This design comes from an exercise in tuning for small area, a short achievable clock period and few clock cycles on the open sky130 flow, not from production work. No functional check of the RTL was part of any run shown here.

==> flow/design.v (outline; a module is shown in full before it is edited, if it fits) <==
// module CONV: 3837 lines
// module FA3: 4 lines
// module HA2: 4 lines
module CONV(
	input		clk,
	input		reset,
	output	reg	busy,
	input		ready,
	output	reg [11:0]	iaddr,
	input	signed [19:0] idata,
	output	 reg cwr,
	output	 reg [11:0]	caddr_wr,
	output	 reg [19:0]	cdata_wr,
	output	 reg	crd,
	output	 reg [11:0]	caddr_rd,
	input	 [19:0]	cdata_rd,
	output reg 	[2:0] 	csel
	);
  // ...
==> flow/flow/run.sh <==
#!/bin/bash
# The standard layout (the standard.sh, unchanged synthesis and steps),
# with the timing repair asked for extra setup slack (SETUP_SLACK_MARGIN) so
# that the resizer also speeds up paths that already meet the 10 ns clock.
# The clock period and constraints are the design's. make's output goes to
# flow_standard.log; each ORFS step also logs under orfs/logs/.
set -euo pipefail
bash standard.sh SETUP_SLACK_MARGIN=6.9 finish > flow_standard.log 2>&1
==> flow/standard.sh <==
#!/bin/bash
# synth_recipe.tcl (not shown) runs the flow's synth.tcl, then flattens the netlist and writes it again
# the make line also repeats each setting of config.mk as NAME=value (left out here)
make -C /OpenROAD-flow-scripts/flow DESIGN_CONFIG=/design/flow/config.mk WORK_HOME=/design/flow/orfs CLKGATE_MAP_FILE= SYNTH_SCRIPT=/design/flow/synth_recipe.tcl "${@:-finish}"
==> flow/config.mk <==
export PLATFORM = sky130hd
export DESIGN_NAME = CONV
export DESIGN_NICKNAME = CONV
export VERILOG_FILES = /design/flow/design.v
export SDC_FILE = /design/flow/constraint.sdc
export NUM_CORES = 4
export LEC_CHECK = 0
export CAP_MARGIN = 20
export CORE_MARGIN = 2
export CORE_UTILIZATION = 65
export CTS_CLUSTER_DIAMETER = 100
export CTS_CLUSTER_SIZE = 25
export SLEW_MARGIN = 20
export SYNTH_HIERARCHICAL = 1
==> flow/constraint.sdc <==
create_clock -name core_clock -period 10.0 [get_ports {clk}]
set_input_delay 2.0000 -clock core_clock [delete_from_list [all_inputs] [get_ports {clk}]]
set_output_delay 2.0000 -clock core_clock [all_outputs]
set_load 0.01 [all_outputs]
==> results_dict.tcl, run 1 <==
set metrics [dict create \
    status "aborted with a tool error" \
    haltStage "global routing" \
    error "[ERROR GRT-0232] Routing congestion too high. Check the congestion heatmap in the GUI." \
    worst_endpoint_kind "sequential cell input" \
    grt_max_degree 68 \
    synth.area.top_cells "fa_1 45%, dfxtp_1 34%, dfrtp_1 3.9%, ha_1 3.2%, edfxtp_1 2.8%" \
    routabilityCongestion 1.04 \
    fp.dieH_um 261 \
    synth.yosys.seq_area_share_pct 41.1 \
    row_count 94 \
    syn_avg_cell_area_um2 15.8 \
    syn_inst 2729 \
    synthAdderAreaFrac_pct 48.3 \
    synth_largest_area_cell "fa_1" \
    port_buffers 102 \
    synth_top_family_by_area "adder cells" \
    cts-resized-gates 787 \
    grt-worst-endpoint "r5_7_4$_DFF_P_/D" \
    yosysMostFrequentCell "fa_1" \
    met3_usage_pct 50.9 \
    grt-ovfl-total 36 \
    fp.dieW_um 261 \
    clk_path_buf_depth 3 \
    hold_buffers 0 \
    cts_sinks 848 \
    synth_compound_area_share_pct 2.96 \
    post-place-cells 3672 \
    dp_hpwl_um 107000 \
    grt_usage_pct 64.1 \
    ys.flop_type "dfxtp_1" \
    synth_top_area_share_pct 45.1 \
    syn_nets 3854 \
    cts_root_buffer "clkbuf_16" \
    yosys.area_share.simple_pct 3.46 \
    place_area_um2 45300 \
    htree_num_levels 2 \
    syn-cell-area_um2 43100 \
    synth_cell_type_count 60 \
    synth-xor-area-share_pct 1.30 \
]
==> inputs of run 2 (changes only) <==
--- a/flow/design.v
+++ b/flow/design.v
@@ -3792,29 +3792,29 @@
 reg  [9:0]  wc;          
 reg         endw;        
 wire [19:0] mx    = (rf || rq > acc) ? rq : acc;
 wire        res_v = rv & rl;
 wire        wr1   = ~l0go & (hold_v | res_v);
 wire        rd1   = (l0go & (|oc[11:4])) | (l0done & ~rdone & ~wr1);
 always @(posedge clk) begin
 	rq <= cdata_rd;
-	if (rv) acc <= mx;
+	acc <= mx;
 	if (!hold_v || wr1) hold <= mx;
 end
 always @(posedge clk or posedge reset) begin
 	if (reset) begin
 		oc <= 12'd0; l0done <= 1'b0; rc <= 12'd0; rdone <= 1'b0;
 		rv1 <= 1'b0; rl1 <= 1'b0; rf1 <= 1'b0; rv <= 1'b0; rl <= 1'b0; rf <= 1'b0;
 		hold_v <= 1'b0; wc <= 10'd0; endw <= 1'b0;
 		cwr <= 1'b0; crd <= 1'b0; busy <= 1'b0;
 	end else begin
 		if (l0go) oc <= oc + 12'd1;
 		if (l0go && oc == 12'hfff) l0done <= 1'b1;
-		rv1 <= rd1; rl1 <= rc[1:0] == 2'd3; rf1 <= rc[1:0] == 2'd0;
+		rv1 <= rd1; rl1 <= rd1 && rc[1:0] == 2'd3; rf1 <= rd1 && rc[1:0] == 2'd0;
 		rv <= rv1; rl <= rl1; rf <= rf1;
 		if (rd1) rc <= rc + 12'd1;
 		if (rd1 && rc == 12'hfff) rdone <= 1'b1;
 		if (wr1) hold_v <= hold_v & res_v;
 		else if (res_v) hold_v <= 1'b1;
 		if (wr1) wc <= wc + 10'd1;
 		cwr <= l0go | wr1;
 		crd <= rd1;
==> flow/flow/run.sh (replaced) <==
#!/bin/bash
# The standard layout (the standard.sh, unchanged synthesis and steps),
# with the timing repair asked for extra setup slack (SETUP_SLACK_MARGIN) so
# that the resizer also speeds up paths that already meet the 10 ns clock.
# The clock period and constraints are the design's. make's output goes to
# flow_standard.log; each ORFS step also logs under orfs/logs/.
set -euo pipefail
bash standard.sh SETUP_SLACK_MARGIN=6.7 finish > flow_standard.log 2>&1
==> flow/config.mk (replaced) <==
export PLATFORM = sky130hd
export DESIGN_NAME = CONV
export DESIGN_NICKNAME = CONV
export VERILOG_FILES = /design/flow/design.v
export SDC_FILE = /design/flow/constraint.sdc
export NUM_CORES = 4
export LEC_CHECK = 0
export CAP_MARGIN = 20
export CORE_MARGIN = 2
export CORE_UTILIZATION = 60
export CTS_CLUSTER_DIAMETER = 100
export CTS_CLUSTER_SIZE = 25
export SLEW_MARGIN = 20
export SYNTH_HIERARCHICAL = 1
==> run 2 against run 1 <==
Effect of this change:
- now clean on timing, DRC and antenna
- area after synthesis decreased by 1.3%
- synthesized cell count decreased by 1.2%
==> results_dict.tcl, run 2 <==
set metrics [dict create \
    vias 24100 \
    grt-ovfl-total 0 \
    finalSetupViolCount 0 \
    synth_top_area_share_pct 45.7 \
    synth.area.top_cells "fa_1 46%, dfxtp_1 36%, dfrtp_1 3.9%, ha_1 3.3%, inv_1 2.1%" \
    cts_sinks 848 \
    synth_cell_type_count 57 \
    hold_buffers 0 \
    synth_common_cells "971 x fa_1, 761 x dfxtp_1, 239 x inv_1" \
    synth_edf_count 20 \
    core_area_um2 70000 \
    grt_pass1_wl_um 196000 \
    first_pass_iters 6 \
    fmax_mhz 242 \
    grt_setup_unrepaired "yes" \
    slew_headroom_pct 21.4 \
    arrival_ns 4.67 \
    fin_nets 4104 \
    grt_usage_pct 39.5 \
    clk_path_buf_depth 3 \
    clkTransAtPathRegs_ns 0.10 \
    place_ws_ns 5.62 \
    syn_inst 2696 \
    met3_usage_pct 12.9 \
    grt_use_met2_pct 59.7 \
    drt_iter0_markers 3056 \
    syn-cell-area_um2 42500 \
    yosysWarnings 7 \
    path_class "register to register" \
    layout_common_cells "917 x fa_1, 602 x dfxtp_1, 235 x inv_1, 131 x dfxtp_4, 122 x buf_4" \
    finalCritPeriodShare_pct 41.2 \
    drc 0 \
    status "timing/DRC/antenna clean" \
    grt_max_degree 68 \
    drive_gt1_share_pct 15.6 \
    layout_min_cycle_time_ns 4.12 \
    start_kind "register" \
    syn_nets 3821 \
    drt_wl_total_um 144000 \
    synth_largest_area_cell "fa_1" \
    cts_buffers 43 \
    start_util_pct 60.7 \
    fp.dieH_um 270 \
    required_ns 10.54 \
    path_buf_inv 1 \
    routabilityCongestion 1.00 \
    drv_slew 0 \
    layout_setup_ws_ns 5.88 \
    cp_max_fo 5 \
    ys_ff_latch 848 \
    htree_num_levels 2 \
    layout_commonest_cell "fa_1" \
    async_flop_share_pct 7.90 \
    max_cap_violations 0 \
    fp.dieW_um 270 \
    rr_startpoint "sr0[2]$_SDFF_PP0_" \
    cts_tree "built" \
    crit_path_cell_trace "fa_1 -> fa_1 -> fa_1 -> fa_1 -> inv_1 -> fa_1 -> ha_1 -> ha_1 -> nor2b_4 -> o21ai_1 -> nand2b_1 -> a21oi_2 -> xnor2_1" \
    area_delta_synth_final_pct 13.4 \
    via_per_inst 6.10 \
    worstSetupStartpoint "sr0[2]$_SDFF_PP0_" \
    min_path_type "register to register" \
    yosysMostFrequentCell "fa_1" \
    antenna_found_initial 4 \
    cp_slowest_stage_delay_ns 0.58 \
    critPathCaptureType "register" \
    path_delay_family "adder cells" \
    dp_hpwl_um 105000 \
    instances_no_fill 3944 \
    ys.flop_type "dfxtp_1" \
    worst_path_max_delay_cell "fa_1" \
    syn_avg_cell_area_um2 15.8 \
    setup_tns_ns 0 \
    die-area_um2 73000 \
    synth.yosys.seq_area_share_pct 41.2 \
    fin_skew_ns 0.0335 \
    grt_pass1_vias 26400 \
    worstMarginPinSlew_ns 1.15 \
    post-place-cells 3727 \
    use_met1_pct 52.1 \
    port_buffers 102 \
    row_count 97 \
    wl_per_cell_um 36.5 \
    cts_root_buffer "clkbuf_16" \
    busiest_layer "met2" \
    hp-start "sr9[16]$_DFF_P_" \
    ant_nets 0 \
    cpMostUsedCell "fa_1" \
    clk_latency_ns 0.63 \
    io_pins 105 \
    hold_violations 0 \
]
run 2: per-stage QoR:
stage	hold WS, ns	cell area, um^2	utilization, %
2_1_floorplan	0.309	42600	-
3_3_place_gp	0.310	44800	64.0
3_5_place_dp	0.312	44800	64.0
4_1_cts	0.328	47200	67.4
5_1_grt	0.332	48200	68.8
6_report	0.320	48200	68.8
run 2: routing by layer:
layer / part of all wire [%] / up-vias
li1: - / 8939
met1: 36 / 12700
met2: 44 / 1814
met3: 12 / 578
met4: 7.1 / 6
met5: 0.028 / -
run 2: timing repair:
action,CTS,global route
setup buffers,57,89
gates cloned,1,0
setup endpoints to repair,218,57
pin swaps,7,31
gates resized for setup,329,64
run 2: kinds of logic after synthesis:
logic type               count (synthesis)  synth area share (%)
adder cells (fa/ha/maj)               1082                  49.0
flip-flops                             848                  41.2
buffers and inverters                  266                  2.41
AND/OR/NAND/NOR                        253                  2.92
AO/OA/AOI/OAI                          149                  2.33
XOR/XNOR                                65                  1.34
multiplexers                            31                 0.768
other                                    2                0.0177
run 2: worst paths after layout:
path | to | slack, ns | cells after the start
max | r5_7_4$_DFF_P_ | 5.88 | 13
min | sr10[16]$_DFF_P_ | 0.32 | 0
max reg2reg | r5_7_4$_DFF_P_ | 5.88 | 13
min reg2reg | sr10[16]$_DFF_P_ | 0.32 | 0
max in group asynchronous | hold_v$_DFFE_PP0P_ | 7.36 | 3
min in group asynchronous | S[0]$_DFFE_PP0P_ | 2.00 | 3
run 2: Yosys stat by module (local to each module, per instance):
module | times used | cells | area, um^2 | flip-flops and latches
FA3 | 967 | 1 | 20.0 | 0
HA2 | 16 | 1 | 12.5 | 0
CONV | 1 | 1713 | 22900 | 848
run 2: cell type report:
| class | instances | area (um^2) |
|---|---|---|
| Clock buffer | 56 | 1120 |
| Inverter | 240 | 905 |
| Antenna cell | 3 | 7.51 |
| Tap cell | 940 | 1180 |
| Fill cell | 4403 | 21800 |
| Clock inverter | 11 | 199 |
| Sequential cell | 848 | 18000 |
| Multi-Input combinational cell | 1583 | 24200 |
| Timing Repair Buffer | 263 | 2550 |

## what the ideal ports hide
The results above use ideal ports. As a check the final layout listed here was re-extracted and re-timed, cells and wires unchanged. Step 1 assumes that a clkbuf_16 drives the clock port and a buf_2 every other input. Step 2, shift: input delay + t, output delay - t, t = (earliest + latest rising clock arrival at the registers) / 2. This alone moves slack from input paths to output paths. Slacks: no drivers / after step 1 / after step 2; pairs: no drivers / after step 1.
run: run 2
t, ns: 0.686
setup slack, ns: 5.876 / 5.876 / 5.876
worst hold slack (ns): 0.320 / 0.320 / 0.320
worst slew at a driven data input, ns: 0.06
cell pins on the clock port's net: 1
After both steps run 2 still meets setup and hold. For run 2, drivers alone change the setup slack by 0.000 ns; drivers and shift together by 0.000 ns.
